Background: an optimization exercise with open tools, aiming at small area. Do not read the settings as production practice.
RTL that was checked went through simulation tests only; none was proved equivalent to the original.
For run 6, only the layout was checked, not whether the RTL still works.
Power figures rest on the tool's default switching activity, not on a simulated workload. The clock port is modelled as an ideal driver; clocking choices that lean on that would not hold on a real chip.

File: design.v
module cardinal_router (cwsi, cwri, cwdi, ccwsi, ccwri, ccwdi, pesi, peri, pedi,
               cwso, cwro, cwdo, ccwso, ccwro, ccwdo, peso, pero, pedo,
               polarity, clk, reset);
    input cwsi, cwro, ccwsi, ccwro, pesi, pero, clk, reset, polarity;
    input [60:0] cwdi, ccwdi;        
    input [63:0] pedi;
    output cwri, cwso, ccwri, ccwso, peri, peso;
    output [60:0] cwdo, ccwdo;       
    output [63:0] pedo;
    reg [60:0] cwi_e, cwi_w, ccwi_e, ccwi_w;    
    reg [62:0] pei_e, pei_w;                    
    reg cwi_fe, cwi_fw, ccwi_fe, ccwi_fw, pei_fe, pei_fw;
    reg [60:0] cwo_o, cwo_w, ccwo_o, ccwo_w;    
    reg [60:0] peo_o, peo_w;                    
    reg cwo_fo, cwo_fw, ccwo_fo, ccwo_fw, peo_fo, peo_fw;
    reg cwo_g, ccwo_g, peo_g;
    wire cwo_ri  = ~cwo_fw;
    wire ccwo_ri = ~ccwo_fw;
    wire peo_ri  = ~peo_fw;
    wire cwi_so_cw   = cwi_fe & cwo_ri & cwi_e[48];
    wire cwi_so_pe   = cwi_fe & peo_ri & ~cwi_e[48];
    wire ccwi_so_ccw = ccwi_fe & ccwo_ri & ccwi_e[48];
    wire ccwi_so_pe  = ccwi_fe & peo_ri & ~ccwi_e[48];
    wire pei_so_cw   = pei_fe & cwo_ri & ~pei_e[62];
    wire pei_so_ccw  = pei_fe & ccwo_ri & pei_e[62];
    wire cwo_g1 = cwi_so_cw & ~(pei_so_cw & cwo_g);
    wire cwo_g2 = pei_so_cw & ~(cwi_so_cw & ~cwo_g);
    wire cwo_si = cwi_so_cw | pei_so_cw;
    wire ccwo_g1 = ccwi_so_ccw & ~(pei_so_ccw & ccwo_g);
    wire ccwo_g2 = pei_so_ccw & ~(ccwi_so_ccw & ~ccwo_g);
    wire ccwo_si = ccwi_so_ccw | pei_so_ccw;
    wire peo_g1 = cwi_so_pe & ~(ccwi_so_pe & peo_g);
    wire peo_g2 = ccwi_so_pe & ~(cwi_so_pe & ~peo_g);
    wire peo_si = cwi_so_pe | ccwi_so_pe;
    assign cwri  = ~cwi_fw;
    assign ccwri = ~ccwi_fw;
    assign peri  = ~pei_fw;
    assign cwso  = cwo_fo & cwro;
    assign ccwso = ccwo_fo & ccwro;
    assign peso  = peo_fo & pero;
    wire pe_take = pesi & (pedi[63] ^ polarity);
    wire [60:0] cwo_l1  = {cwi_e[60:55], 1'b0, cwi_e[54:49], cwi_e[47:0]};
    wire [60:0] cwo_l2  = {pei_e[61:56], pei_e[55:49], pei_e[47:0]};
    wire [60:0] ccwo_l1 = {ccwi_e[60:55], 1'b0, ccwi_e[54:49], ccwi_e[47:0]};
    wire [60:0] ccwo_l2 = cwo_l2;
    wire [60:0] peo_l1  = {1'b0, cwi_e[60:55], cwi_e[54:49], cwi_e[47:0]};
    wire [60:0] peo_l2  = {1'b1, ccwi_e[60:55], ccwi_e[54:49], ccwi_e[47:0]};
    reg cwi_fwn, ccwi_fwn, pei_fwn;
    function [60:0] sel3;
        input s1; input [60:0] a;
        input s2; input [60:0] b;
        input s3; input [60:0] c;
        sel3 = ({61{s1}} & a) | ({61{s2}} & b) | ({61{s3}} & c);
    endfunction
    always @(posedge clk) begin
        cwi_e  <= ({61{cwi_fw}} & cwi_w) | ({61{cwi_fwn}} & cwdi);
        cwi_w  <= cwi_e;
        ccwi_e <= ({61{ccwi_fw}} & ccwi_w) | ({61{ccwi_fwn}} & ccwdi);
        ccwi_w <= ccwi_e;
        pei_e  <= ({63{pei_fw}} & pei_w) | ({63{pei_fwn}} & pedi[62:0]);
        pei_w  <= pei_e;
        cwo_o  <= sel3(cwo_g1, cwo_l1, cwo_g2, cwo_l2, cwo_fw, cwo_w);
        cwo_w  <= cwo_o;
        ccwo_o <= sel3(ccwo_g1, ccwo_l1, ccwo_g2, ccwo_l2, ccwo_fw, ccwo_w);
        ccwo_w <= ccwo_o;
        peo_o  <= sel3(peo_g1, peo_l1, peo_g2, peo_l2, peo_fw, peo_w);
        peo_w  <= peo_o;
    end
    wire cwi_fw_nx  = cwi_fe & ~(cwo_g1 | peo_g1);
    wire ccwi_fw_nx = ccwi_fe & ~(ccwo_g1 | peo_g2);
    wire pei_fw_nx  = pei_fe & ~(cwo_g2 | ccwo_g2);
    wire cwo_fw_nx  = cwo_fo & ~cwro;
    wire ccwo_fw_nx = ccwo_fo & ~ccwro;
    wire peo_fw_nx  = peo_fo & ~pero;
    always @(posedge clk) begin
        if (reset) begin
            cwi_fwn <= 1; ccwi_fwn <= 1; pei_fwn <= 1;
        end else begin
            cwi_fwn <= ~cwi_fw_nx;
            ccwi_fwn <= ~ccwi_fw_nx;
            pei_fwn <= ~pei_fw_nx;
        end
    end
    always @(posedge clk) begin
        if (reset) begin
            cwi_fe <= 0; cwi_fw <= 0;
            ccwi_fe <= 0; ccwi_fw <= 0;
            pei_fe <= 0; pei_fw <= 0;
            cwo_fo <= 0; cwo_fw <= 0;
            ccwo_fo <= 0; ccwo_fw <= 0;
            peo_fo <= 0; peo_fw <= 0;
            cwo_g <= 0; ccwo_g <= 0; peo_g <= 0;
        end else begin
            cwi_fe  <= cwi_fw | cwsi;
            cwi_fw  <= cwi_fw_nx;
            ccwi_fe <= ccwi_fw | ccwsi;
            ccwi_fw <= ccwi_fw_nx;
            pei_fe  <= pei_fw | pe_take;
            pei_fw  <= pei_fw_nx;
            cwo_fo  <= cwo_fw | cwo_si;
            cwo_fw  <= cwo_fw_nx;
            ccwo_fo <= ccwo_fw | ccwo_si;
            ccwo_fw <= ccwo_fw_nx;
            peo_fo  <= peo_fw | peo_si;
            peo_fw  <= peo_fw_nx;
            cwo_g  <= cwo_g  ^ (cwi_so_cw & pei_so_cw);
            ccwo_g <= ccwo_g ^ (ccwi_so_ccw & pei_so_ccw);
            peo_g  <= peo_g  ^ (cwi_so_pe & ccwi_so_pe);
        end
    end
    assign pedo = {~polarity, peo_o[60:54], 2'b00, peo_o[53:0]};
    assign cwdo  = cwo_o;
    assign ccwdo = ccwo_o;
endmodule
module cardinal_ring (node0_pesi, node0_peri, node0_pedi, node0_peso, node0_pero, node0_pedo, node0_polarity,
                  node1_pesi, node1_peri, node1_pedi, node1_peso, node1_pero, node1_pedo, node1_polarity,
                  node2_pesi, node2_peri, node2_pedi, node2_peso, node2_pero, node2_pedo, node2_polarity,
                  node3_pesi, node3_peri, node3_pedi, node3_peso, node3_pero, node3_pedo, node3_polarity,
                  clk, reset);
    input clk, reset;
    input node0_pesi, node0_pero;
    input [63:0] node0_pedi;
    output node0_peri, node0_peso, node0_polarity;
    output [63:0] node0_pedo;
    input node1_pesi, node1_pero;
    input [63:0] node1_pedi;
    output node1_peri, node1_peso, node1_polarity;
    output [63:0] node1_pedo;
    input node2_pesi, node2_pero;
    input [63:0] node2_pedi;
    output node2_peri, node2_peso, node2_polarity;
    output [63:0] node2_pedo;
    input node3_pesi, node3_pero;
    input [63:0] node3_pedi;
    output node3_peri, node3_peso, node3_polarity;
    output [63:0] node3_pedo;
    reg polarity;
    always @(posedge clk) begin
        if (reset) polarity <= 0;
        else polarity <= ~polarity;
    end
    assign node0_polarity = polarity;
    assign node1_polarity = polarity;
    assign node2_polarity = polarity;
    assign node3_polarity = polarity;
    wire cwso_0, cwso_1, cwso_2, cwso_3;
    wire ccwso_0, ccwso_1, ccwso_2, ccwso_3;
    wire cwri_0, cwri_1, cwri_2, cwri_3;
    wire ccwri_0, ccwri_1, ccwri_2, ccwri_3;
    wire [60:0] cwdo_0, cwdo_1, cwdo_2, cwdo_3;
    wire [60:0] ccwdo_0, ccwdo_1, ccwdo_2, ccwdo_3;
    cardinal_router router_0 (cwso_3, cwri_0, cwdo_3, ccwso_1, ccwri_0, ccwdo_1, node0_pesi, node0_peri, node0_pedi,
                          cwso_0, cwri_1, cwdo_0, ccwso_0, ccwri_3, ccwdo_0, node0_peso, node0_pero, node0_pedo,
                          polarity, clk, reset);
    cardinal_router router_1 (cwso_0, cwri_1, cwdo_0, ccwso_2, ccwri_1, ccwdo_2, node1_pesi, node1_peri, node1_pedi,
                          cwso_1, cwri_2, cwdo_1, ccwso_1, ccwri_0, ccwdo_1, node1_peso, node1_pero, node1_pedo,
                          polarity, clk, reset);
    cardinal_router router_2 (cwso_1, cwri_2, cwdo_1, ccwso_3, ccwri_2, ccwdo_3, node2_pesi, node2_peri, node2_pedi,
                          cwso_2, cwri_3, cwdo_2, ccwso_2, ccwri_1, ccwdo_2, node2_peso, node2_pero, node2_pedo,
                          polarity, clk, reset);
    cardinal_router router_3 (cwso_2, cwri_3, cwdo_2, ccwso_0, ccwri_3, ccwdo_0, node3_pesi, node3_peri, node3_pedi,
                          cwso_3, cwri_0, cwdo_3, ccwso_3, ccwri_2, ccwdo_3, node3_peso, node3_pero, node3_pedo,
                          polarity, clk, reset);
endmodule
File: run.sh
#!/bin/bash
# synth_recipe.tcl (not shown) runs the flow's synth.tcl, then flattens the netlist and writes it again
# the make line also repeats each setting of config.mk as NAME=value (left out here)
make -C /OpenROAD-flow-scripts/flow DESIGN_CONFIG=/design/flow/config.mk WORK_HOME=/design/flow/orfs CLKGATE_MAP_FILE= SYNTH_SCRIPT=/design/flow/synth_recipe.tcl finish
File: config.mk
export PLATFORM = sky130hd
export DESIGN_NAME = cardinal_ring
export DESIGN_NICKNAME = cardinal_ring
export VERILOG_FILES = /design/flow/design.v
export SDC_FILE = /design/flow/constraint.sdc
export NUM_CORES = 4
export LEC_CHECK = 0
export CAP_MARGIN = 20
export CORE_MARGIN = 2
export CORE_UTILIZATION = 45
export PLACE_DENSITY = 0.6
export SLEW_MARGIN = 20
File: constraint.sdc
create_clock -name core_clock -period 5.0 [get_ports {clk}]
set_input_delay 1.0000 -clock core_clock [delete_from_list [all_inputs] [get_ports {clk}]]
set_output_delay 1.0000 -clock core_clock [all_outputs]
set_load 0.01 [all_outputs]
==> results of run 1 <==
cell usage in the layout, fill, tap and decap left out, types with 5 or more instances in the layout:
cell / n
a21oi_1: 36
a221o_1: 720
a22o_1: 744
a311oi_4: 8
and2_1: 724
buf_4: 79
bufinv_16: 31
clkbuf_1: 54
clkbuf_16: 313
clkbuf_8: 62
clkdlybuf4s50_1: 520
clkinv_2: 53
clkinvlp_4: 11
conb_1: 8
dfxtp_1: 2973
dfxtp_4: 33
diode_2: 13
inv_1: 13
nand2_1: 13
nand2b_1: 12
nand3b_1: 7
nor2_1: 33
nor3b_1: 12
nor4b_1: 12
o21ai_0: 7
o31ai_1: 5
or3_1: 7
or4_1: 5
or4b_2: 8
per-layer routing:
metal	wire, um	track usage (%)	part of all wire, %
met2	127000	46.9	46
met5	29	0	0.011
met1	118000	38.5	43
met4	11300	11.6	4.1
met3	18200	4.58	6.6
cell type report:
| cell class | instances | area (um^2) | area share, % |
|---|---|---|---|
| clock inverters | 101 | 1330 | 1.34 |
| diodes | 13 | 32.5 | 0.0327 |
| well taps | 2370 | 2970 | 2.98 |
| repair buffers | 604 | 5880 | 5.92 |
| inverters | 13 | 48.8 | 0.0491 |
| multi-input cells | 2397 | 19800 | 20.0 |
| clock buffers | 429 | 8890 | 8.95 |
| flip-flops and latches | 3009 | 60400 | 60.8 |
where the power goes:
| group | internal, mW | total, mW | leakage, nW | switching [mW] |
|---|---|---|---|---|
| clock network | 14.0 | 23.2 | 5.04 | 9.24 |
| registers | 24.8 | 25.4 | 24.5 | 0.634 |
| logic | 0.524 | 1.02 | 10.3 | 0.495 |
cells by family after synthesis:
kind of cell,synth area share (%)
other cells,0.00457
xor+xnor,0.0427
flops,73.5
buf+inv,2.55
compound gates,17.4
simple gates,6.52
registers in the layout, summed over array words and instances (netlist names), 62 cells and up:
register	flops
router_0.pei_e	62
router_0.pei_w	62
router_1.pei_e	62
router_1.pei_w	62
router_2.pei_e	62
router_2.pei_w	62
router_3.pei_e	62
router_3.pei_w	62
worst paths after layout:
kind | from | endpoint
max | polarity$_SDFF_PP0_ | node2_pedo[63]
min | router_0.cwo_o[49]$_DFF_P_ | router_0.cwo_w[49]$_DFF_P_
max reg2reg | router_1.ccwi_fe$_SDFF_PP0_ | router_1.ccwo_o[4]$_DFF_P_
min reg2reg | router_0.cwo_o[49]$_DFF_P_ | router_0.cwo_w[49]$_DFF_P_
worst max-delay path, cell delays in order (launching register included):
cell and delay (ps):
dfxtp_1 720, inv_1 180, clkdlybuf4s50_1 520
stage by stage:
stage / cells / total power, mW / util, % / hold slack, ps
floorplan: 5837 / 26.2 / - / 332
global placement: 8392 / 26.9 / 49.2 / 334
detailed placement: 8393 / 26.9 / 49.2 / 336
CTS: 8923 / 49.9 / 54.9 / 317
global route: 8926 / 51.0 / 54.9 / 314
finish: 8936 / 49.7 / 54.9 / 314
==> out/results.ini, run 1 <==
[logic_synthesis]
ys_types=35
syn_inst=5830
ys_top_cells_by_count=dfxtp_1, a22o_1, and2_1
yosysWarnings=2
synthFlopType=dfxtp_1
netlist_top_cells_area=dfxtp_1, a221o_1, a22o_1
ys_ff_latch=3009
syn_area_mm2=0.0820
synth_top_area_cell=dfxtp_1
yosysTopAreaCellShare_pct=73.5
synth_edf_count=0
syn_area_per_cell_um2=14.1
seq_area_frac_synth_pct=73.5
async_flop_share_pct=0
yosysMostFrequentCell=dfxtp_1

[critical_path]
r2r_setup_slack_ps=1960
arrival_ps=2330
startpoint_type=flop
rr_worst_depth=4
path_max_fanout=10
cp_data_required_time_ps=4000
cp-end-kind=output port
critPathKind=flop to output port

[pwr]
ir_drop_mv=0.254
power.density_mw_per_mm2=500
p_leak_nw=39.9

[grt]
grt_pass1_wl_um=385000
grt_pass1_vias=50700
grt_overflow=0
grt_max_degree=67
antenna_found_initial=24
grt_usage_pct=28.9

[drt]
antenna_left=0
drt_iter0_drc=4664
avgViaCountPerCell=5.71
vias=51000
firstDrtPassIters=6
wl_per_cell_um=30.7
wl_um=274000
drc_errors=0

[clock_network]
cts_resized=0
h-tree-depth=5
path_clk_slew_ps=60
root_buffer=clkbuf_16
clock_latency_ps=930
clockBufferDepth=4
ctsHoldBuffers=0
cts_tree=built
cts_buffers=307
clock-sinks=3009
cts_setup_buffers=0

[timing]
rsz0062_at_grt=false
timing.final.crit_share_pct=66.6
drv_slew=0
relSlewSlack_pct=16.7
period_minus_slack_ps=3330
finalSetupViolCount=0
finalHoldViolCount=0
setup_tns_ps=0
skew_ps=59.2
setup_ws_ps=1670
max_freq_ghz=0.300
tightest_slew_ps=1250

[finish]
synthToLayoutAreaGrowth_pct=21.2
drive_gt1_share_pct=9.58
n_fill_cell=14700
fin_area_mm2=0.0994
fin_nets=6598

[floorplanning]
io_pins=534
die_width_um=431
dieHeight_um=431
coreArea_mm2=0.181
die-area_mm2=0.186
initial_utilization_pct=45.3
num_rows=156

[placement]
gp_congestion=0.828
port_buffers=521
place_area_mm2=0.0891
hpwl_um=161000
place_ws_ps=1850

[hold_path]
hold_class=flop to flop
holdPathStages=0

[job]
drv_cap=0

[run_status]
run_status=no timing/DRC/antenna violations

==> run 2: changes to the inputs <==
--- a/design.v
+++ b/design.v
@@ -1,3 +1,9 @@
+module buffer_right (s1, a, s2, b, s3, c, y);
+    input s1, s2, s3;
+    input [60:0] a, b, c;
+    output [60:0] y;
+    assign y = ({61{s1}} & a) | ({61{s2}} & b) | ({61{s3}} & c);
+endmodule
 module cardinal_router (cwsi, cwri, cwdi, ccwsi, ccwri, ccwdi, pesi, peri, pedi,
                cwso, cwro, cwdo, ccwso, ccwro, ccwdo, peso, pero, pedo,
                polarity, clk, reset);
@@ -46,12 +52,10 @@
     wire [60:0] peo_l1  = {1'b0, cwi_e[60:55], cwi_e[54:49], cwi_e[47:0]};
     wire [60:0] peo_l2  = {1'b1, ccwi_e[60:55], ccwi_e[54:49], ccwi_e[47:0]};
     reg cwi_fwn, ccwi_fwn, pei_fwn;
-    function [60:0] sel3;
-        input s1; input [60:0] a;
-        input s2; input [60:0] b;
-        input s3; input [60:0] c;
-        sel3 = ({61{s1}} & a) | ({61{s2}} & b) | ({61{s3}} & c);
-    endfunction
+    wire [60:0] cwo_d, ccwo_d, peo_d;
+    buffer_right cwo_sel (cwo_g1, cwo_l1, cwo_g2, cwo_l2, cwo_fw, cwo_w, cwo_d);
+    buffer_right ccwo_sel (ccwo_g1, ccwo_l1, ccwo_g2, ccwo_l2, ccwo_fw, ccwo_w, ccwo_d);
+    buffer_right peo_sel (peo_g1, peo_l1, peo_g2, peo_l2, peo_fw, peo_w, peo_d);
     always @(posedge clk) begin
         cwi_e  <= ({61{cwi_fw}} & cwi_w) | ({61{cwi_fwn}} & cwdi);
         cwi_w  <= cwi_e;
@@ -59,11 +63,11 @@
         ccwi_w <= ccwi_e;
         pei_e  <= ({63{pei_fw}} & pei_w) | ({63{pei_fwn}} & pedi[62:0]);
         pei_w  <= pei_e;
-        cwo_o  <= sel3(cwo_g1, cwo_l1, cwo_g2, cwo_l2, cwo_fw, cwo_w);
+        cwo_o  <= cwo_d;
         cwo_w  <= cwo_o;
-        ccwo_o <= sel3(ccwo_g1, ccwo_l1, ccwo_g2, ccwo_l2, ccwo_fw, ccwo_w);
+        ccwo_o <= ccwo_d;
         ccwo_w <= ccwo_o;
-        peo_o  <= sel3(peo_g1, peo_l1, peo_g2, peo_l2, peo_fw, peo_w);
+        peo_o  <= peo_d;
         peo_w  <= peo_o;
     end
     wire cwi_fw_nx  = cwi_fe & ~(cwo_g1 | peo_g1);
--- a/config.mk
+++ b/config.mk
@@ -5,8 +5,10 @@
 export SDC_FILE = /design/flow/constraint.sdc
 export NUM_CORES = 4
 export LEC_CHECK = 0
-export CAP_MARGIN = 20
+export CAP_MARGIN = 0
 export CORE_MARGIN = 2
 export CORE_UTILIZATION = 45
+export CTS_BUF_LIST = sky130_fd_sc_hd__clkbuf_8
 export PLACE_DENSITY = 0.6
-export SLEW_MARGIN = 20
+export SLEW_MARGIN = 0
+export SYNTH_HIERARCHICAL = 1
==> out/results.ini, run 2 <==
[run_status]
run_status=no timing/DRC/antenna violations  ; unchanged

[timing]
relSlewSlack_pct=18.0  ; was 16.7%
period_minus_slack_ps=3610  ; was 3330 ps
max_freq_ghz=0.277  ; was 0.300 GHz
timing.final.crit_share_pct=72.3  ; was 66.6%
skew_ps=60.2  ; was 59.2 ps
finalHoldViolCount=0  ; unchanged
tightest_slew_ps=1230  ; was 1250 ps
rsz0062_at_grt=false  ; unchanged
drv_slew=0  ; unchanged
setup_tns_ps=0  ; unchanged
finalSetupViolCount=0  ; unchanged

[clock_network]
cts_buffers=460  ; was 307
cts_resized=0  ; unchanged
h-tree-depth=5  ; unchanged
root_buffer=clkbuf_8  ; was clkbuf_16
path_clk_slew_ps=60  ; about the same
clockBufferDepth=4  ; unchanged
clock-sinks=3009  ; unchanged
cts_tree=built  ; unchanged
cts_setup_buffers=0  ; unchanged
clock_latency_ps=1110  ; was 930 ps
ctsHoldBuffers=0  ; unchanged

[drt]
vias=52200  ; was 51.0k
avgViaCountPerCell=5.66  ; was 5.71
drc_errors=0  ; unchanged
firstDrtPassIters=13  ; was 6
antenna_left=0  ; unchanged
drt_iter0_drc=8657  ; was 4,664
wl_um=272000  ; was 274,000 um
wl_per_cell_um=29.5  ; was 30.7 um

[critical_path]
cp_data_required_time_ps=4000  ; about the same
rr_worst_depth=5  ; was 4
crit_cells=1  ; was 2
path_cells=clkdlybuf4s50_1  ; was inv_1 -> clkdlybuf4s50_1
cp_slowest_cell=dfxtp_1  ; unchanged
critPathKind=flop to output port  ; unchanged
startpoint_type=flop  ; unchanged
worst-path-buf-inv=1  ; was 2
cp-end-kind=output port  ; unchanged
arrival_ps=2610  ; was 2330 ps
path_max_fanout=13  ; was 10
max_stage_delay_ps=850  ; was 720 ps
cp_top_family=flip-flops  ; unchanged

[floorplanning]
coreArea_mm2=0.179  ; was 0.181 mm^2
initial_utilization_pct=45.4  ; was 45.3%
die_width_um=429  ; was 431 um
dieHeight_um=429  ; was 431 um
io_pins=534  ; unchanged
num_rows=155  ; was 156
die-area_mm2=0.184  ; was 0.186 mm^2

[grt]
grt_pass1_vias=52000  ; was 50.7k
grt_usage_pct=28.5  ; was 28.9%
grt_overflow=0  ; unchanged
antenna_found_initial=23  ; was 24
grt_max_degree=64  ; was 67
grt_pass1_wl_um=380000  ; was 385,000 um

[hold_path]
holdPathStages=0  ; unchanged
hold_class=flop to flop  ; unchanged

[logic_synthesis]
ys_types=34  ; was 35
yosysMostFrequentCell=dfxtp_1  ; unchanged
syn_inst=5869  ; was 5,830
synth_edf_count=0  ; unchanged
yosysWarnings=8  ; was 2
ys_ff_latch=3009  ; unchanged
async_flop_share_pct=0  ; unchanged
netlist_top_cells_area=dfxtp_1, a222oi_1, a22o_1  ; was dfxtp_1, a221o_1, a22o_1
syn_area_mm2=0.0812  ; was 0.0820 mm^2
synth_top_area_cell=dfxtp_1  ; unchanged
synthFlopType=dfxtp_1  ; unchanged
syn_area_per_cell_um2=13.8  ; was 14.1 um^2
ys_top_cells_by_count=dfxtp_1, inv_1, a22o_1  ; was dfxtp_1, a22o_1, and2_1
seq_area_frac_synth_pct=74.2  ; was 73.5%
yosysTopAreaCellShare_pct=74.2  ; was 73.5%

[finish]
drive_gt1_share_pct=11.7  ; was 9.58%
synthToLayoutAreaGrowth_pct=18.9  ; was 21.2%
layout_common_cells=dfxtp_1, inv_1, a22o_1, a222oi_1, clkbuf_8  ; was dfxtp_1, a22o_1, and2_1, a221o_1, clkdlybuf4s50_1
n_fill_cell=15000  ; was 14.7k
fin_nets=6772  ; was 6,598
final_common_cell=dfxtp_1  ; unchanged

[pwr]
power.density_mw_per_mm2=482  ; was 500 mW/mm^2
p_leak_nw=43.6  ; was 39.9 nW
power_mw=46.6  ; was 49.7 mW
ir_drop_mv=0.258  ; was 0.254 mV

[placement]
gp_congestion=0.827  ; was 0.828
port_buffers=521  ; unchanged
hpwl_um=160000  ; was 161,000 um

[job]
drv_cap=0  ; unchanged

[run 2: logic make-up (layout without fill, tap and decap cells)]
group | after synthesis | count (layout) | share of synthesized area, %
flip-flops | 3009 | 3009 | 74.2
AND/OR/NAND/NOR | 121 | 121 | 1.01
buffers and inverters | 1195 | 2165 | 7.24
XOR/XNOR | 4 | 4 | 0.0431
other | 8 | 33 | 0.0370
AO/OA/AOI/OAI | 1532 | 1532 | 17.5
[run 2: layer usage]
| metal | vias up | wire length, um | GRT usage [%] |
|---|---|---|---|
| met1 | 25800 | 114000 | 38.2 |
| met4 | 0 | 13900 | 15.2 |
| met3 | 561 | 24500 | 6.06 |
| met2 | 3022 | 119000 | 43.3 |
| li1 | 22800 | - | - |
| met5 | - | 0 | 0 |
[run 2: final timing paths]
check                                                  from                          end  slack (ps)
worst min-delay path             router_2.cwo_o[32]$_DFF_P_   router_2.cwo_w[32]$_DFF_P_         320
worst max-delay path                    polarity$_SDFF_PP0_               node1_polarity        1390
worst max register to register  router_0.ccwo_fw$_SDFF_PP0_  router_0.ccwo_o[45]$_DFF_P_        2120
worst min register to register   router_2.cwo_o[32]$_DFF_P_   router_2.cwo_w[32]$_DFF_P_         320
[run 2: layout make-up]
cell class	count	area [um^2]	share of cell area [%]
clock inverters	230	1200	1.24
diodes	9	22.5	0.0233
repair buffers	598	5800	6.01
well taps	2355	2950	3.05
clock buffers	581	8000	8.28
multi-input cells	1681	15400	15.9
flip-flops and latches	3009	60400	62.5
inverters	756	2840	2.94
[run 2: per-module statistics from Yosys (local to each module, per instance)]
module,copies in the design,flip-flops and latches,cells inside,area [um^2]
cardinal_ring,1,1,5,46.3
cardinal_router,4,752,1037,17200
buffer_right,12,0,143,1030
[run 2: report_power, final]
group	switching, mW	internal (mW)	total, mW
Clock	9.25	10.8	20.1
Sequential	0.633	24.8	25.5
Combinational	0.532	0.522	1.05
[run 2: stage by stage]
stage	setup slack, ps	hold WS (ps)	std cells	util (%)	cell area [um^2]
6_report	1390	320	9219	54.0	96600
3_5_place_dp	1870	335	8399	48.8	87300
5_1_grt	1210	308	9217	54.0	96600
4_1_cts	1200	308	9210	54.0	96500
3_3_place_gp	1860	335	8399	48.8	87300
2_1_floorplan	2850	332	5885	-	81300
==> run 3: changes to the inputs <==
--- a/config.mk
+++ b/config.mk
@@ -7,8 +7,8 @@
 export LEC_CHECK = 0
 export CAP_MARGIN = 0
 export CORE_MARGIN = 2
-export CORE_UTILIZATION = 45
-export CTS_BUF_LIST = sky130_fd_sc_hd__clkbuf_8
-export PLACE_DENSITY = 0.6
+export CORE_UTILIZATION = 60
+export CTS_BUF_LIST = sky130_fd_sc_hd__clkbuf_4
+export PLACE_DENSITY = 0.7
 export SLEW_MARGIN = 0
 export SYNTH_HIERARCHICAL = 1
==> out/results.ini, run 3 <==
[logic_synthesis]
synth_top_area_cell=dfxtp_1  ; unchanged
ys_types=34  ; unchanged
syn_area_mm2=0.0812  ; unchanged
synthFlopType=dfxtp_1  ; unchanged
netlist_top_cells_area=dfxtp_1, a222oi_1, a22o_1  ; unchanged
ys_top_cells_by_count=dfxtp_1, inv_1, a22o_1  ; unchanged
synth_edf_count=0  ; unchanged
async_flop_share_pct=0  ; unchanged
yosysWarnings=8  ; unchanged
yosysMostFrequentCell=dfxtp_1  ; unchanged
yosysTopAreaCellShare_pct=74.2  ; unchanged
seq_area_frac_synth_pct=74.2  ; unchanged
syn_inst=5869  ; unchanged
ys_ff_latch=3009  ; unchanged
syn_area_per_cell_um2=13.8  ; unchanged

[pwr]
p_comb_share_pct=2.3  ; about the same
power_mw=45.7  ; was 46.6 mW
swShare_pct=22.8  ; was 22.4%
ir_drop_mv=0.215  ; was 0.258 mV
p_switching_mw=10.4  ; about the same
seq_power_share_pct=55.7  ; was 54.7%
power_frac_clock_pct=42.0  ; was 43.1%
p_int_mw=35.3  ; was 36.1 mW
power.density_mw_per_mm2=479  ; was 482 mW/mm^2
p_leak_nw=43.4  ; was 43.6 nW

[hold_path]
holdPathStages=2  ; was 0
hold_class=input port to flop  ; was flop to flop
holdPathEnd=router_3.peo_fw$_SDFF_PP0_  ; was router_2.cwo_w[32]$_DFF_P_
min-delay-start=node3_pero  ; was router_2.cwo_o[32]$_DFF_P_

[floorplanning]
dieHeight_um=372  ; was 429 um
initial_utilization_pct=60.6  ; was 45.4%
num_rows=134  ; was 155
die_width_um=372  ; was 429 um
die-area_mm2=0.138  ; was 0.184 mm^2
coreArea_mm2=0.134  ; was 0.179 mm^2
io_pins=534  ; unchanged

[timing]
relSlewSlack_pct=8.42  ; was 18.0%
tightest_slew_ps=1370  ; was 1230 ps
setup_ws_ps=1200  ; was 1390 ps
skew_ps=79.1  ; was 60.2 ps
rsz0062_at_grt=false  ; unchanged
max_freq_ghz=0.263  ; was 0.277 GHz
drv_slew=0  ; unchanged
timing.final.crit_share_pct=76.0  ; was 72.3%
setup_tns_ps=0  ; unchanged
period_minus_slack_ps=3800  ; was 3610 ps
finalSetupViolCount=0  ; unchanged
finalHoldViolCount=0  ; unchanged

[critical_path]
r2r-end=router_2.ccwo_o[46]$_DFF_P_  ; was router_0.ccwo_o[45]$_DFF_P_
max_stage_delay_ps=880  ; was 850 ps
rr_worst_depth=5  ; unchanged
startpoint_type=flop  ; unchanged
r2r_setup_slack_ps=2040  ; was 2120 ps
r2r-start=router_2.ccwi_fe$_SDFF_PP0_  ; was router_0.ccwo_fw$_SDFF_PP0_
cp_slowest_cell=dfxtp_4  ; was dfxtp_1
path_max_fanout=34  ; was 13
path_cells=inv_1 -> clkdlybuf4s50_1  ; was clkdlybuf4s50_1
critPathKind=flop to output port  ; unchanged
crit_start=router_1.pei_fw$_SDFF_PP0_  ; was polarity$_SDFF_PP0_
cp_data_required_time_ps=4000  ; about the same
arrival_ps=2800  ; was 2610 ps
cp-end-kind=output port  ; unchanged

[grt]
grt_usage_pct=37.2  ; was 28.5%
grt_overflow=0  ; unchanged
antenna_found_initial=10  ; was 23
grt_pass1_vias=54700  ; was 52.0k
grt_pass1_wl_um=371000  ; was 380,000 um
grt_max_degree=63  ; was 64

[finish]
synthToLayoutAreaGrowth_pct=17.3  ; was 18.9%
final_core_util_pct=71.1  ; was 54.0%
final_common_cell=dfxtp_1  ; unchanged
fin_nets=7013  ; was 6,772
layoutNonFillerInstCount=9002  ; was 9,219
layout_common_cells=dfxtp_1, clkbuf_4, inv_1, a22o_1, a222oi_1  ; was dfxtp_1, inv_1, a22o_1, a222oi_1, clkbuf_8
drive_gt1_share_pct=16.8  ; was 11.7%

[drt]
wl_per_cell_um=29.4  ; was 29.5 um
wl_um=265000  ; was 272,000 um
firstDrtPassIters=13  ; unchanged
drc_errors=0  ; unchanged
drt_iter0_drc=10100  ; was 8,657
vias=55300  ; was 52.2k
avgViaCountPerCell=6.15  ; was 5.66
antenna_left=0  ; unchanged

[clock_network]
clock_latency_ps=1380  ; was 1110 ps
cts_setup_buffers=0  ; unchanged
ctsHoldBuffers=0  ; unchanged
cts_resized=0  ; unchanged
clock-sinks=3009  ; unchanged
h-tree-depth=6  ; was 5
cts_tree=built  ; unchanged
path_clk_slew_ps=70  ; was 60 ps
root_buffer=clkbuf_4  ; was clkbuf_8
clockBufferDepth=4  ; unchanged
cts_buffers=701  ; was 460

[placement]
port_buffers=521  ; unchanged
place_ws_ps=1850  ; was 1870 ps
place_inst=7812  ; was 8,399
gp_congestion=0.826  ; was 0.827
hpwl_um=148000  ; was 160,000 um

[run_status]
run_status=no timing/DRC/antenna violations  ; unchanged

[job]
drv_cap=0  ; unchanged

[run 3: cell counts after synthesis]
No cell type changed its count.
[run 3: logic make-up after synthesis]
| group | after synthesis | synth area share, % |
|---|---|---|
| other | 8 | 0.0370 |
| AO/OA/AOI/OAI | 1532 | 17.5 |
| buffers and inverters | 1195 | 7.24 |
| flip-flops | 3009 | 74.2 |
| XOR/XNOR | 4 | 0.0431 |
| AND/OR/NAND/NOR | 121 | 1.01 |
[run 3: how the worst max path moves through the flow]
stage,cells after the start,to,slack (ps)
after floorplan,1,node0_peso,2850
after global placement,3,node0_peso,1870
after detailed placement,3,node2_peso,1850
after CTS,1,node0_polarity,1080
after global routing,1,node0_polarity,1070
final,2,node1_peri,1200
[run 3: power by group through the flow]
stage / Sequential (mW) / Clock (mW) / Combinational, mW
6_report: 25.4 / 19.2 / 1.07
5_1_grt: 25.5 / 20.6 / 1.11
3_5_place_dp: 25.9 / 0 / 1.04
4_1_cts: 25.4 / 19.3 / 1.05
2_1_floorplan: 25.6 / 0 / 0.611
3_3_place_gp: 25.9 / 0 / 1.02
[run 3: layout make-up]
| cell class | count | area, um^2 |
|---|---|---|
| flip-flops and latches | 3009 | 60400 |
| fillers | 9272 | 38700 |
| multi-input cells | 1681 | 15400 |
| clock buffers | 1025 | 7690 |
| repair buffers | 598 | 5800 |
| inverters | 756 | 2840 |
| well taps | 1768 | 2210 |
| clock inverters | 161 | 953 |
| diodes | 4 | 10.0 |
[run 3: layer usage]
layer  wire, um  track usage (%)  vias to the layer above
li1           -                -                    23500
met1     104000             49.8                    27100
met2     116000             56.0                     4038
met3      33100             10.3                      673
met4      11600             18.1                        6
met5         34                0                        -
[run 3: through the flow]
stage	hold slack (ps)	cell area, um^2
finish	242	95300
global route	186	95300
CTS	136	95300
detailed placement	336	86600
global placement	335	86600
floorplan	332	81300
[run 3: modules after synthesis, one instance, submodules excluded]
module | cells | cell area (um^2) | copies in the design | flip-flops and latches
cardinal_router | 1037 | 17200 | 4 | 752
buffer_right | 143 | 1030 | 12 | 0
cardinal_ring | 5 | 46.3 | 1 | 1
[run 3: critical path, delay by kind of cell (launching register included)]
family	cells	cell delay, ps
buffers and inverters	2	610
DFF	1	880
==> run 4: changes to the inputs <==
==> flow/run.sh (new file) <==
#!/bin/bash
# Layout flow: the standard flow (standard.sh) with three changes:
#  - port buffers use the smallest buffer (sky130_fd_sc_hd__buf_1),
#  - clock tree synthesis inserts no dummy loads and uses the buffers and
#    cluster sizes set in opts.sh,
#  - any further ORFS variables set in opts.sh.
# The standard synthesis runs unchanged. Each tool's full output is in
# the ORFS logs under orfs/logs; make's own output goes to flow.log here.
set -euo pipefail
HERE="$(cd "$(dirname "${BASH_SOURCE[0]}")" && pwd)"
WORK="$(pwd)"
export BUFFER_PORTS_ARGS="-buffer_cell sky130_fd_sc_hd__buf_1"
CTS_BUFS="sky130_fd_sc_hd__clkbuf_8"
CTS_EXTRA=""
if [[ -f "$HERE/opts.sh" ]]; then source "$HERE/opts.sh"; fi
export CTS_ARGS="-sink_clustering_enable -repair_clock_nets -dont_use_dummy_load -buf_list {$CTS_BUFS} $CTS_EXTRA"
bash "$WORK/standard.sh" > "$WORK/flow.log" 2>&1 || { tail -50 "$WORK/flow.log"; exit 1; }
tail -5 "$WORK/flow.log"
==> flow/opts.sh (new file) <==
CTS_BUFS="sky130_fd_sc_hd__clkbuf_8"
==> standard.sh (new file) <==
#!/bin/bash
# synth_recipe.tcl (not shown) runs the flow's synth.tcl, then flattens the netlist and writes it again
# the make line also repeats each setting of config.mk as NAME=value (left out here)
make -C /OpenROAD-flow-scripts/flow DESIGN_CONFIG=/design/flow/config.mk WORK_HOME=/design/flow/orfs CLKGATE_MAP_FILE= SYNTH_SCRIPT=/design/flow/synth_recipe.tcl "${@:-finish}"
--- a/config.mk
+++ b/config.mk
@@ -8,7 +8,6 @@
 export CAP_MARGIN = 0
 export CORE_MARGIN = 2
 export CORE_UTILIZATION = 60
-export CTS_BUF_LIST = sky130_fd_sc_hd__clkbuf_4
 export PLACE_DENSITY = 0.7
 export SLEW_MARGIN = 0
 export SYNTH_HIERARCHICAL = 1
removed: run.sh
==> out/results.ini, run 4 <==
[run_status]
run_status=no timing/DRC/antenna violations  ; unchanged

[logic_synthesis]
syn_area_mm2=0.0812  ; unchanged
syn_area_per_cell_um2=13.8  ; unchanged
synth_edf_count=0  ; unchanged
async_flop_share_pct=0  ; unchanged
ys_ff_latch=3009  ; unchanged
seq_area_frac_synth_pct=74.2  ; unchanged
synth_top_area_cell=dfxtp_1  ; unchanged
syn_inst=5869  ; unchanged
yosysTopAreaCellShare_pct=74.2  ; unchanged
ys_types=34  ; unchanged
yosysMostFrequentCell=dfxtp_1  ; unchanged
ys_top_cells_by_count=dfxtp_1, inv_1, a22o_1  ; unchanged
netlist_top_cells_area=dfxtp_1, a222oi_1, a22o_1  ; unchanged
synthFlopType=dfxtp_1  ; unchanged
yosysWarnings=8  ; unchanged

[timing]
skew_ps=124  ; was 79.1 ps
period_minus_slack_ps=3240  ; was 3800 ps
drv_slew=0  ; unchanged
hold_ws_ps=110  ; was 242 ps
finalHoldViolCount=0  ; unchanged
setup_tns_ps=0  ; unchanged
max_freq_ghz=0.308  ; was 0.263 GHz
timing.final.crit_share_pct=64.8  ; was 76.0%
relSlewSlack_pct=20.6  ; was 8.42%
finalSetupViolCount=0  ; unchanged
rsz0062_at_grt=false  ; unchanged
tightest_slew_ps=1190  ; was 1370 ps

[pwr]
seq_power_share_pct=60.4  ; was 55.7%
power_frac_clock_pct=37.4  ; was 42.0%
p_comb_share_pct=2.2  ; was 2.3%
p_leak_nw=40.1  ; was 43.4 nW
p_switching_mw=9.24  ; was 10.4 mW
ir_drop_mv=0.297  ; was 0.215 mV
p_int_mw=32.9  ; was 35.3 mW
power.density_mw_per_mm2=472  ; was 479 mW/mm^2
power_mw=42.2  ; was 45.7 mW
swShare_pct=21.9  ; was 22.8%

[placement]
hpwl_um=147000  ; was 148,000 um
port_buffers=521  ; unchanged
gp_congestion=0.832  ; was 0.826

[clock_network]
path_clk_slew_ps=60  ; was 70 ps
cts_resized=0  ; unchanged
clockBufferDepth=4  ; unchanged
cts_buffers=439  ; was 701
cts_setup_buffers=0  ; unchanged
clock-sinks=3009  ; unchanged
cts_tree=built  ; unchanged
clock_latency_ps=1100  ; was 1380 ps
ctsHoldBuffers=0  ; unchanged
root_buffer=clkbuf_8  ; was clkbuf_4
h-tree-depth=5  ; was 6

[drt]
drc_errors=0  ; unchanged
drt_iter0_drc=9762  ; was 10.1k
avgViaCountPerCell=6.42  ; was 6.15
antenna_left=0  ; unchanged
wl_um=260000  ; was 265,000 um
vias=53000  ; was 55.3k
wl_per_cell_um=31.5  ; was 29.4 um
firstDrtPassIters=11  ; was 13

[finish]
final_common_cell=dfxtp_1  ; unchanged
drive_gt1_share_pct=9.04  ; was 16.8%
regArea_mm2=0.0604  ; unchanged
layout_common_cells=dfxtp_1, inv_1, a22o_1, a222oi_1, buf_1  ; was dfxtp_1, clkbuf_4, inv_1, a22o_1, a222oi_1
multi_input_comb_area_mm2=0.0154  ; unchanged
fin_nets=6752  ; was 7,013
synthToLayoutAreaGrowth_pct=10.1  ; was 17.3%
n_fill_cell=9804  ; was 9,272

[floorplanning]
die_width_um=372  ; unchanged
initial_utilization_pct=60.6  ; unchanged
coreArea_mm2=0.134  ; unchanged
num_rows=134  ; unchanged
die-area_mm2=0.138  ; unchanged
io_pins=534  ; unchanged
dieHeight_um=372  ; unchanged

[grt]
grt_pass1_vias=51700  ; was 54.7k
grt_max_degree=63  ; unchanged
grt_usage_pct=36.6  ; was 37.2%
grt_pass1_wl_um=363000  ; was 371,000 um
grt_overflow=0  ; unchanged
antenna_found_initial=12  ; was 10

[critical_path]
cp-end-kind=output port  ; unchanged
arrival_ps=2240  ; was 2800 ps
cp_data_required_time_ps=4000  ; about the same
r2r-end=router_3.cwo_o[7]$_DFF_P_  ; was router_2.ccwo_o[46]$_DFF_P_
r2r-start=router_3.cwo_fw$_SDFF_PP0_  ; was router_2.ccwi_fe$_SDFF_PP0_
rr_worst_depth=5  ; unchanged
critPathKind=flop to output port  ; unchanged
startpoint_type=flop  ; unchanged
path_max_fanout=13  ; was 34
r2r_setup_slack_ps=2060  ; was 2040 ps

[hold_path]
hold_class=input port to flop  ; unchanged
min-delay-start=node2_pedi[36]  ; was node3_pero
holdPathStages=2  ; unchanged
holdPathEnd=router_2.pei_e[36]$_DFF_P_  ; was router_3.peo_fw$_SDFF_PP0_

[job]
drv_cap=0  ; unchanged

==> run 4: changes by cell type in the layout (fill, tap and decap cells not counted), moves of 11 or more <==
| cell | before | now |
|---|---|---|
| buf_1 | 0 | 520 |
| bufinv_16 | 11 | 0 |
| clkbuf_4 | 1025 | 0 |
| clkbuf_8 | 0 | 439 |
| clkdlybuf4s50_1 | 520 | 0 |
| clkinv_1 | 119 | 4 |
| clkinv_2 | 11 | 0 |
| inv_2 | 13 | 0 |
==> run 4: metal layers <==
metal,global-route usage (%),vias up,wire (um)
li1,-,22400,-
met1,49.3,26200,104000
met2,55.5,3798,115000
met3,9.39,637,30200
met4,16.9,12,11000
met5,0,-,76
==> run 4: layout make-up <==
cell class	count	area share, %
sequential	3009	67.5
multi-input combinational	1681	17.2
clock buffer	439	6.76
inverter	756	3.17
timing repair buffer	599	2.84
tap	1768	2.47
antenna	9	0.0252
==> run 4: worst max-delay path: stages (launching register included) <==
cell and delay, ps:
dfxtp_1 920, inv_1 90, buf_1 160
==> run 4: stage by stage <==
step	utilization [%]	worst slack, ps	std cells	area, um^2
CTS	66.7	1720	8252	89400
global route	66.7	1650	8255	89400
floorplan	-	2850	5885	81300
finish	66.7	1760	8261	89400
detailed placement	62.2	2250	7813	83400
global placement	62.2	2320	7813	83400
==> run 4: logic make-up (layout without fill, tap and decap cells) <==
family | count (synthesis) | after routing | synth area share, %
other | 8 | 33 | 0.0370
AO/OA/AOI/OAI | 1532 | 1532 | 17.5
XOR/XNOR | 4 | 4 | 0.0431
buffers and inverters | 1195 | 1794 | 7.24
flip-flops | 3009 | 3009 | 74.2
AND/OR/NAND/NOR | 121 | 121 | 1.01
==> run 4: worst max path at each step <==
stage                                          start                   endpoint  slack, ps  cells past startpoint
after floorplan                           node0_pero                 node0_peso       2850                      1
after global placement    router_3.cwo_fw$_SDFF_PP0_  router_3.cwo_o[3]$_DFF_P_       2320                      5
after detailed placement  router_3.cwo_fw$_SDFF_PP0_  router_3.cwo_o[7]$_DFF_P_       2250                      5
after CTS                        polarity$_SDFF_PP0_             node2_pedo[63]       1720                      2
after global routing             polarity$_SDFF_PP0_             node2_pedo[63]       1650                      2
final                            polarity$_SDFF_PP0_             node3_pedo[63]       1760                      2
==> run 4: power by group through the flow <==
stage	Sequential, mW	Clock [mW]	Combinational (mW)
global route	25.5	16.9	0.959
global placement	25.9	0	0.864
detailed placement	25.9	0	0.887
finish	25.5	15.8	0.916
CTS	25.4	15.9	0.897
floorplan	25.6	0	0.611
==> run 4: modules after synthesis (local to each module, per instance) <==
module / flops+latches / cells inside / times used / area (um^2)
buffer_right: 0 / 143 / 12 / 1030
cardinal_ring: 1 / 5 / 1 / 46.3
cardinal_router: 752 / 1037 / 4 / 17200
==> run 5: changes to the inputs <==
==> flow/opts.sh (replaced) <==
CTS_BUFS="sky130_fd_sc_hd__clkbuf_16"; CTS_EXTRA="-sink_clustering_size 30 -sink_clustering_max_diameter 80"
==> out/results.ini, run 5 <==
[timing]
tightest_slew_ps=1170  ; was 1190 ps
finalHoldViolCount=0  ; unchanged
timing.final.crit_share_pct=59.7  ; was 64.8%
drv_slew=0  ; unchanged
setup_tns_ps=0  ; unchanged
relSlewSlack_pct=22.3  ; was 20.6%
skew_ps=68.9  ; was 124 ps
max_freq_ghz=0.335  ; was 0.308 GHz
rsz0062_at_grt=false  ; unchanged
finalSetupViolCount=0  ; unchanged
period_minus_slack_ps=2990  ; was 3240 ps

[clock_network]
path_clk_slew_ps=110  ; was 60 ps
root_buffer=clkbuf_16  ; was clkbuf_8
cts_setup_buffers=0  ; unchanged
cts_buffers=113  ; was 439
cts_resized=0  ; unchanged
ctsHoldBuffers=0  ; unchanged
clock_latency_ps=770  ; was 1100 ps
clockBufferDepth=3  ; was 4
h-tree-depth=3  ; was 5
cts_tree=built  ; unchanged
clock-sinks=3009  ; unchanged

[logic_synthesis]
synth_top_area_cell=dfxtp_1  ; unchanged
synthFlopType=dfxtp_1  ; unchanged
synth_edf_count=0  ; unchanged
seq_area_frac_synth_pct=74.2  ; unchanged
syn_area_mm2=0.0812  ; unchanged
yosysTopAreaCellShare_pct=74.2  ; unchanged
yosysMostFrequentCell=dfxtp_1  ; unchanged
syn_inst=5869  ; unchanged
ys_types=34  ; unchanged
ys_ff_latch=3009  ; unchanged
netlist_top_cells_area=dfxtp_1, a222oi_1, a22o_1  ; unchanged
ys_top_cells_by_count=dfxtp_1, inv_1, a22o_1  ; unchanged
async_flop_share_pct=0  ; unchanged
yosysWarnings=8  ; unchanged
syn_area_per_cell_um2=13.8  ; unchanged

[drt]
antenna_left=0  ; unchanged
avgViaCountPerCell=6.45  ; was 6.42
wl_per_cell_um=32.1  ; was 31.5 um
firstDrtPassIters=9  ; was 11
vias=51100  ; was 53.0k
drt_iter0_drc=9438  ; was 9,762
drc_errors=0  ; unchanged
wl_um=255000  ; was 260,000 um

[critical_path]
path_cells=nand3b_1 -> o21ba_4 -> buf_4 -> a222oi_1 -> inv_1  ; was inv_1 -> buf_1
r2r-start=router_3.cwo_fw$_SDFF_PP0_  ; unchanged
worst-path-buf-inv=2  ; unchanged
max_stage_delay_ps=830  ; was 920 ps
cp_top_family=compound AO/OA/AOI/OAI gates  ; was flip-flops
path_max_fanout=38  ; was 13
crit_start=router_3.cwo_fw$_SDFF_PP0_  ; was polarity$_SDFF_PP0_
arrival_ps=3670  ; was 2240 ps
cp_slowest_cell=buf_4  ; was dfxtp_1
cp-end-kind=flop  ; was output port
cp_data_required_time_ps=5680  ; was 4000 ps
startpoint_type=flop  ; unchanged
critPathKind=flop to flop  ; was flop to output port

[hold_path]
min-delay-start=router_3.pei_e[35]$_DFF_P_  ; was node2_pedi[36]
hold_class=flop to flop  ; was input port to flop

[grt]
grt_usage_pct=35.7  ; was 36.6%
grt_max_degree=63  ; unchanged
antenna_found_initial=10  ; was 12
grt_pass1_wl_um=353000  ; was 363,000 um
grt_pass1_vias=48800  ; was 51.7k
grt_overflow=0  ; unchanged

[finish]
synthToLayoutAreaGrowth_pct=6.14  ; was 10.1%
fin_nets=6426  ; was 6,752
layout_common_cells=dfxtp_1, inv_1, a22o_1, a222oi_1, buf_1  ; unchanged
final_common_cell=dfxtp_1  ; unchanged
drive_gt1_share_pct=4.22  ; was 9.04%

[pwr]
p_leak_nw=38.3  ; was 40.1 nW
p_comb_share_pct=2.5  ; was 2.2%
power_frac_clock_pct=29.3  ; was 37.4%
ir_drop_mv=0.336  ; was 0.297 mV
power.density_mw_per_mm2=432  ; was 472 mW/mm^2
p_int_mw=29.2  ; was 32.9 mW
p_switching_mw=8.02  ; was 9.24 mW
seq_power_share_pct=68.3  ; was 60.4%
power_mw=37.2  ; was 42.2 mW
swShare_pct=21.5  ; was 21.9%

[placement]
gp_congestion=0.832  ; unchanged
hpwl_um=147000  ; unchanged
port_buffers=521  ; unchanged

[floorplanning]
initial_utilization_pct=60.6  ; unchanged
coreArea_mm2=0.134  ; unchanged
die_width_um=372  ; unchanged
die-area_mm2=0.138  ; unchanged
io_pins=534  ; unchanged
dieHeight_um=372  ; unchanged
num_rows=134  ; unchanged

[run_status]
run_status=no timing/DRC/antenna violations  ; unchanged

[job]
drv_cap=0  ; unchanged

[run 5: kinds of logic after synthesis]
| logic type | after synthesis | share of synthesized area [%] |
|---|---|---|
| flip-flops | 3009 | 74.2 |
| AO/OA/AOI/OAI | 1532 | 17.5 |
| buffers and inverters | 1195 | 7.24 |
| AND/OR/NAND/NOR | 121 | 1.01 |
| other | 8 | 0.0370 |
| XOR/XNOR | 4 | 0.0431 |
[run 5: worst paths after layout]
kind	to	slack, ps	cells after the start
worst max-delay path	router_3.cwo_o[12]$_DFF_P_	2010	5
worst min-delay path	router_3.pei_w[35]$_DFF_P_	320	0
worst max register to register	router_3.cwo_o[12]$_DFF_P_	2010	5
worst min register to register	router_3.pei_w[35]$_DFF_P_	320	0
[run 5: routing by layer]
metal / track usage (%) / part of all wire (%)
met4: 14.0 / 4.2
met3: 7.59 / 12
met5: 0 / 0.027
met1: 49.1 / 40
met2: 55.3 / 44
[run 5: Yosys stat by module, one instance, submodules excluded]
module / cells inside / area, um^2
buffer_right: 143 / 1030
cardinal_router: 1037 / 17200
cardinal_ring: 5 / 46.3
[run 5: through the flow]
stage / util (%) / area (um^2) / setup slack, ps / instances / hold WS (ps)
final: 64.3 / 86200 / 2010 / 7931 / 315
after global routing: 64.3 / 86200 / 1950 / 7927 / 316
after CTS: 64.3 / 86200 / 2010 / 7926 / 314
after detailed placement: 62.2 / 83400 / 2250 / 7813 / 335
after global placement: 62.2 / 83400 / 2320 / 7813 / 333
after floorplan: - / 81300 / 2850 / 5885 / 332
[run 5: power groups by stage]
stage | logic, mW | registers (mW) | clock network (mW)
2_1_floorplan | 0.611 | 25.6 | 0
3_3_place_gp | 0.864 | 25.9 | 0
3_5_place_dp | 0.887 | 25.9 | 0
4_1_cts | 0.897 | 25.4 | 10.9
5_1_grt | 0.959 | 25.5 | 11.8
6_report | 0.914 | 25.4 | 10.9
[run 5: final cells by class]
class                      instances  area [um^2]
sequential                      3009        60400
fill                           10100        47800
multi-input combinational       1681        15400
inverter                         756         2840
clock buffer                     113         2830
timing repair buffer             599         2540
tap                             1768         2210
antenna                            5         12.5
==> run 6: changes to the inputs <==
--- a/design.v
+++ b/design.v
@@ -1,8 +1,8 @@
-module buffer_right (s1, a, s2, b, s3, c, y);
+module buffer_right #(parameter W = 61) (s1, a, s2, b, s3, c, y);
     input s1, s2, s3;
-    input [60:0] a, b, c;
-    output [60:0] y;
-    assign y = ({61{s1}} & a) | ({61{s2}} & b) | ({61{s3}} & c);
+    input [W-1:0] a, b, c;
+    output [W-1:0] y;
+    assign y = ({W{s1}} & a) | ({W{s2}} & b) | ({W{s3}} & c);
 endmodule
 module cardinal_router (cwsi, cwri, cwdi, ccwsi, ccwri, ccwdi, pesi, peri, pedi,
                cwso, cwro, cwdo, ccwso, ccwro, ccwdo, peso, pero, pedo,
@@ -53,9 +53,17 @@
     wire [60:0] peo_l2  = {1'b1, ccwi_e[60:55], ccwi_e[54:49], ccwi_e[47:0]};
     reg cwi_fwn, ccwi_fwn, pei_fwn;
     wire [60:0] cwo_d, ccwo_d, peo_d;
-    buffer_right cwo_sel (cwo_g1, cwo_l1, cwo_g2, cwo_l2, cwo_fw, cwo_w, cwo_d);
-    buffer_right ccwo_sel (ccwo_g1, ccwo_l1, ccwo_g2, ccwo_l2, ccwo_fw, ccwo_w, ccwo_d);
-    buffer_right peo_sel (peo_g1, peo_l1, peo_g2, peo_l2, peo_fw, peo_w, peo_d);
+    buffer_right #(60) cwo_sel (cwo_g1, {cwo_l1[60:55], cwo_l1[53:0]},
+        cwo_g2, {cwo_l2[60:55], cwo_l2[53:0]},
+        cwo_fw, {cwo_w[60:55], cwo_w[53:0]}, {cwo_d[60:55], cwo_d[53:0]});
+    assign cwo_d[54] = (cwo_g2 & cwo_l2[54]) | (cwo_fw & cwo_w[54]);
+    buffer_right #(60) ccwo_sel (ccwo_g1, {ccwo_l1[60:55], ccwo_l1[53:0]},
+        ccwo_g2, {ccwo_l2[60:55], ccwo_l2[53:0]},
+        ccwo_fw, {ccwo_w[60:55], ccwo_w[53:0]}, {ccwo_d[60:55], ccwo_d[53:0]});
+    assign ccwo_d[54] = (ccwo_g2 & ccwo_l2[54]) | (ccwo_fw & ccwo_w[54]);
+    buffer_right #(60) peo_sel (peo_g1, peo_l1[59:0], peo_g2, peo_l2[59:0],
+        peo_fw, peo_w[59:0], peo_d[59:0]);
+    assign peo_d[60] = peo_g2 | (peo_fw & peo_w[60]);
     always @(posedge clk) begin
         cwi_e  <= ({61{cwi_fw}} & cwi_w) | ({61{cwi_fwn}} & cwdi);
         cwi_w  <= cwi_e;
==> flow/opts.sh (replaced) <==
CTS_BUFS="sky130_fd_sc_hd__clkbuf_16"; CTS_EXTRA="-sink_clustering_size 36 -sink_clustering_max_diameter 60"
==> out/results.ini, run 6 <==
[logic_synthesis]
synthFlopType=dfxtp_1  ; unchanged
yosysTopAreaCellShare_pct=74.2  ; about the same
async_flop_share_pct=0  ; unchanged
netlist_top_cells_area=dfxtp_1, a222oi_1, a22o_1  ; unchanged
synthAdderAreaFrac_pct=0  ; unchanged
yosysWarnings=8  ; unchanged
ys_ff_latch=3009  ; unchanged
syn_area_per_cell_um2=13.9  ; was 13.8 um^2
synth_edf_count=0  ; unchanged
synthXorXnorAreaFrac_pct=0.0432  ; was 0.0431%
synth-simple-area-share_pct=1.02  ; was 1.01%
synth.area.mux_share_pct=0  ; unchanged
ys_top_cells_by_count=dfxtp_1, a22o_1, inv_1  ; was dfxtp_1, inv_1, a22o_1
ys_types=35  ; was 34
synth_top_family_by_area=compound AO/OA/AOI/OAI gates  ; unchanged
synth_compound_area_share_pct=17.5  ; about the same
yosysMostFrequentCell=dfxtp_1  ; unchanged
seq_area_frac_synth_pct=74.2  ; about the same
synth_top_area_cell=dfxtp_1  ; unchanged
syn_area_mm2=0.0812  ; about the same
syn_inst=5853  ; was 5,869

[pwr]
p_comb_share_pct=2.3  ; was 2.5%
p_leak_nw=38.5  ; was 38.3 nW
power.density_mw_per_mm2=442  ; was 432 mW/mm^2
seq_power_share_pct=66.4  ; was 68.3%
p_switching_mw=8.13  ; was 8.02 mW
swShare_pct=21.2  ; was 21.5%
ir_drop_mv=0.298  ; was 0.336 mV
power_frac_clock_pct=31.3  ; was 29.3%
p_int_mw=30.2  ; was 29.2 mW

[placement]
place_area_mm2=0.0832  ; was 0.0834 mm^2
gp_congestion=0.835  ; was 0.832
place_ws_ps=2010  ; was 2250 ps
port_buffers=521  ; unchanged
hpwl_um=142000  ; was 147,000 um

[critical_path]
cp_data_required_time_ps=5690  ; was 5680 ps
critPathKind=flop to flop  ; unchanged
arrival_ps=3880  ; was 3670 ps
r2r_setup_slack_ps=1810  ; was 2010 ps
rr_worst_depth=5  ; unchanged
cp-end-kind=flop  ; unchanged
r2r-start=router_1.ccwi_fe$_SDFF_PP0_  ; was router_3.cwo_fw$_SDFF_PP0_
startpoint_type=flop  ; unchanged
r2r-end=router_1.ccwo_o[1]$_DFF_P_  ; was router_3.cwo_o[12]$_DFF_P_
path_max_fanout=49  ; was 38

[floorplanning]
num_rows=134  ; unchanged
dieHeight_um=372  ; about the same
initial_utilization_pct=60.7  ; was 60.6%
coreArea_mm2=0.134  ; about the same
die-area_mm2=0.138  ; about the same
die_width_um=372  ; about the same
io_pins=534  ; unchanged

[grt]
grt_max_degree=64  ; was 63
grt_pass1_wl_um=343000  ; was 353,000 um
grt_usage_pct=34.4  ; was 35.7%
grt_pass1_vias=48500  ; was 48.8k
antenna_found_initial=5  ; was 10
grt_overflow=0  ; unchanged

[timing]
drv_slew=0  ; unchanged
tightest_slew_ps=1290  ; was 1170 ps
hold_ws_ps=294  ; was 315 ps
setup_tns_ps=0  ; unchanged
skew_ps=74.8  ; was 68.9 ps
setup_ws_ps=1810  ; was 2010 ps
finalSetupViolCount=0  ; unchanged
finalHoldViolCount=0  ; unchanged
relSlewSlack_pct=13.7  ; was 22.3%
period_minus_slack_ps=3190  ; was 2990 ps
rsz0062_at_grt=false  ; unchanged
max_freq_ghz=0.314  ; was 0.335 GHz
timing.final.crit_share_pct=63.8  ; was 59.7%

[hold_path]
min-delay-start=router_2.cwo_o[41]$_DFF_P_  ; was router_3.pei_e[35]$_DFF_P_
hold_class=flop to flop  ; unchanged
holdPathEnd=router_2.cwo_w[41]$_DFF_P_  ; was router_3.pei_w[35]$_DFF_P_
holdPathStages=0  ; unchanged

[clock_network]
ctsHoldBuffers=0  ; unchanged
cts_setup_buffers=0  ; unchanged
h-tree-depth=4  ; was 3
cts_buffers=139  ; was 113
cts_tree=built  ; unchanged
clockBufferDepth=3  ; unchanged
cts_resized=0  ; unchanged
clock_latency_ps=810  ; was 770 ps
path_clk_slew_ps=100  ; was 110 ps
root_buffer=clkbuf_16  ; unchanged
clock-sinks=3009  ; unchanged

[drt]
wl_per_cell_um=30.9  ; was 32.1 um
drc_errors=0  ; unchanged
drt_iter0_drc=9100  ; was 9,438
wl_um=245000  ; was 255,000 um
antenna_left=0  ; unchanged
vias=50600  ; was 51.1k
firstDrtPassIters=12  ; was 9
avgViaCountPerCell=6.39  ; was 6.45

[finish]
final_common_cell=dfxtp_1  ; unchanged
layout_common_cells=dfxtp_1, a22o_1, inv_1, a222oi_1, buf_1  ; was dfxtp_1, inv_1, a22o_1, a222oi_1, buf_1
fin_area_mm2=0.0867  ; was 0.0862 mm^2
synthToLayoutAreaGrowth_pct=6.79  ; was 6.14%
fin_nets=6419  ; was 6,426
drive_gt1_share_pct=4.57  ; was 4.22%
n_fill_cell=10100  ; about the same

[run_status]
run_status=no timing/DRC/antenna violations  ; unchanged

[job]
drv_cap=0  ; unchanged

run 6: cell types whose count changed in the layout (fill, tap and decap cells not counted), moves of 5 or more:
cell and delta:
clkbuf_16 +26, a222oi_1 -12, inv_1 -12, conb_1 -16, buf_4 -5, a21oi_1 +8, a22o_1 +8
run 6: worst max-delay path by stage:
stage          slack (ps)                   startpoint                          end
3_3_place_gp         2060  router_1.ccwi_fe$_SDFF_PP0_  router_1.ccwo_o[26]$_DFF_P_
5_1_grt              1880  router_1.ccwi_fe$_SDFF_PP0_  router_1.ccwo_o[22]$_DFF_P_
3_5_place_dp         2010  router_1.ccwi_fe$_SDFF_PP0_  router_1.ccwo_o[20]$_DFF_P_
4_1_cts              1990  router_1.ccwi_fe$_SDFF_PP0_   router_1.ccwo_o[1]$_DFF_P_
6_report             1810  router_1.ccwi_fe$_SDFF_PP0_   router_1.ccwo_o[1]$_DFF_P_
2_1_floorplan        2850                   node0_pero                   node0_peso
run 6: critical path, cell delays in order, from the launching register on:
cell and delay (ps):
dfxtp_1 420, nand2_1 190, a311oi_4 1020, buf_4 1020, a222oi_1 280, inv_1 120
run 6: modules after synthesis (local to each module, per instance), a selection:
module / cells / area [um^2]
cardinal_ring: 5 / 46.3
cardinal_router: 1039 / 17200
run 6: through the flow:
| step | power (mW) | util [%] | instances |
|---|---|---|---|
| floorplan | 26.2 | - | 5857 |
| global placement | 26.7 | 62.2 | 7780 |
| detailed placement | 26.8 | 62.2 | 7780 |
| CTS | 38.3 | 64.8 | 7919 |
| global route | 39.3 | 64.8 | 7919 |
| finish | 38.3 | 64.8 | 7920 |
run 6: per-layer routing:
metal / wire (um) / GRT usage, % / vias to the layer above / part of all wire [%]
li1: - / - / 21700 / -
met1: 99800 / 48.2 / 25100 / 41
met2: 107000 / 52.0 / 3247 / 44
met3: 27200 / 7.04 / 534 / 11
met4: 10600 / 15.0 / 4 / 4.3
met5: 32 / 0 / - / 0.013
run 6: cell families (layout without fill, tap and decap cells):
family / Yosys count / after routing
DFF: 3009 / 3009
AOI/OAI and AO/OA: 1536 / 1536
buffers and inverters: 1179 / 1473
and+or+nand+nor: 121 / 121
other: 4 / 9
xor gates and xnor gates: 4 / 4
run 6: power by group through the flow:
stage | clock (mW) | sequential [mW] | combinational [mW]
global placement | 0 | 25.9 | 0.835
floorplan | 0 | 25.6 | 0.610
CTS | 12.0 | 25.4 | 0.868
finish | 12.0 | 25.4 | 0.882
detailed placement | 0 | 25.9 | 0.858
global route | 12.9 | 25.5 | 0.931
run 6: area by class of cell:
class                   count  area, um^2  area share [%]
well taps                1768        2210            2.55
inverters                 740        2780            3.20
clock buffers             139        3480            4.01
flip-flops and latches   3009       60400            69.6
multi-input cells        1669       15300            17.7
repair buffers            594        2500            2.89
diodes                      1        2.50         0.00289

re-timing with driven ports:
The flow's constraints put no driver on any port. The routed layouts listed below were extracted and timed again, unchanged, in two steps. Step 1 (the two cells are an assumption about what drives the block):
set clk [get_ports {clk}]
set_driving_cell -lib_cell sky130_fd_sc_hd__clkbuf_16 $clk
set_driving_cell -lib_cell sky130_fd_sc_hd__buf_2 [delete_from_list [all_inputs] $clk]
Step 2 adds t to the input delays and takes it off the output delays; t is the mean of the earliest and latest rising clock arrival at the registers after step 1. Input paths then give back, and output paths get back, about the clock's delay inside the block. Three values: no drivers, after step 1, after step 2; two values: the first two.
| run | t (ns) | setup WS [ns] | clock arrival spread, ns |
|---|---|---|---|
| run 1 | 0.988 | 1.672 / 1.587 / 1.834 | 0.060 / 0.060 |
| run 2 | 1.168 | 1.387 / 1.300 / 1.846 | 0.068 / 0.068 |
| run 3 | 1.407 | 1.201 / 1.121 / 1.820 | 0.110 / 0.110 |
| run 4 | 1.124 | 1.758 / 1.676 / 2.055 | 0.127 / 0.126 |
| run 5 | 0.820 | 2.015 / 1.988 / 2.015 | 0.078 / 0.078 |
| run 6 | 0.859 | 1.811 / 1.811 / 1.811 | 0.079 / 0.079 |
After both steps every run listed still meets setup and hold.
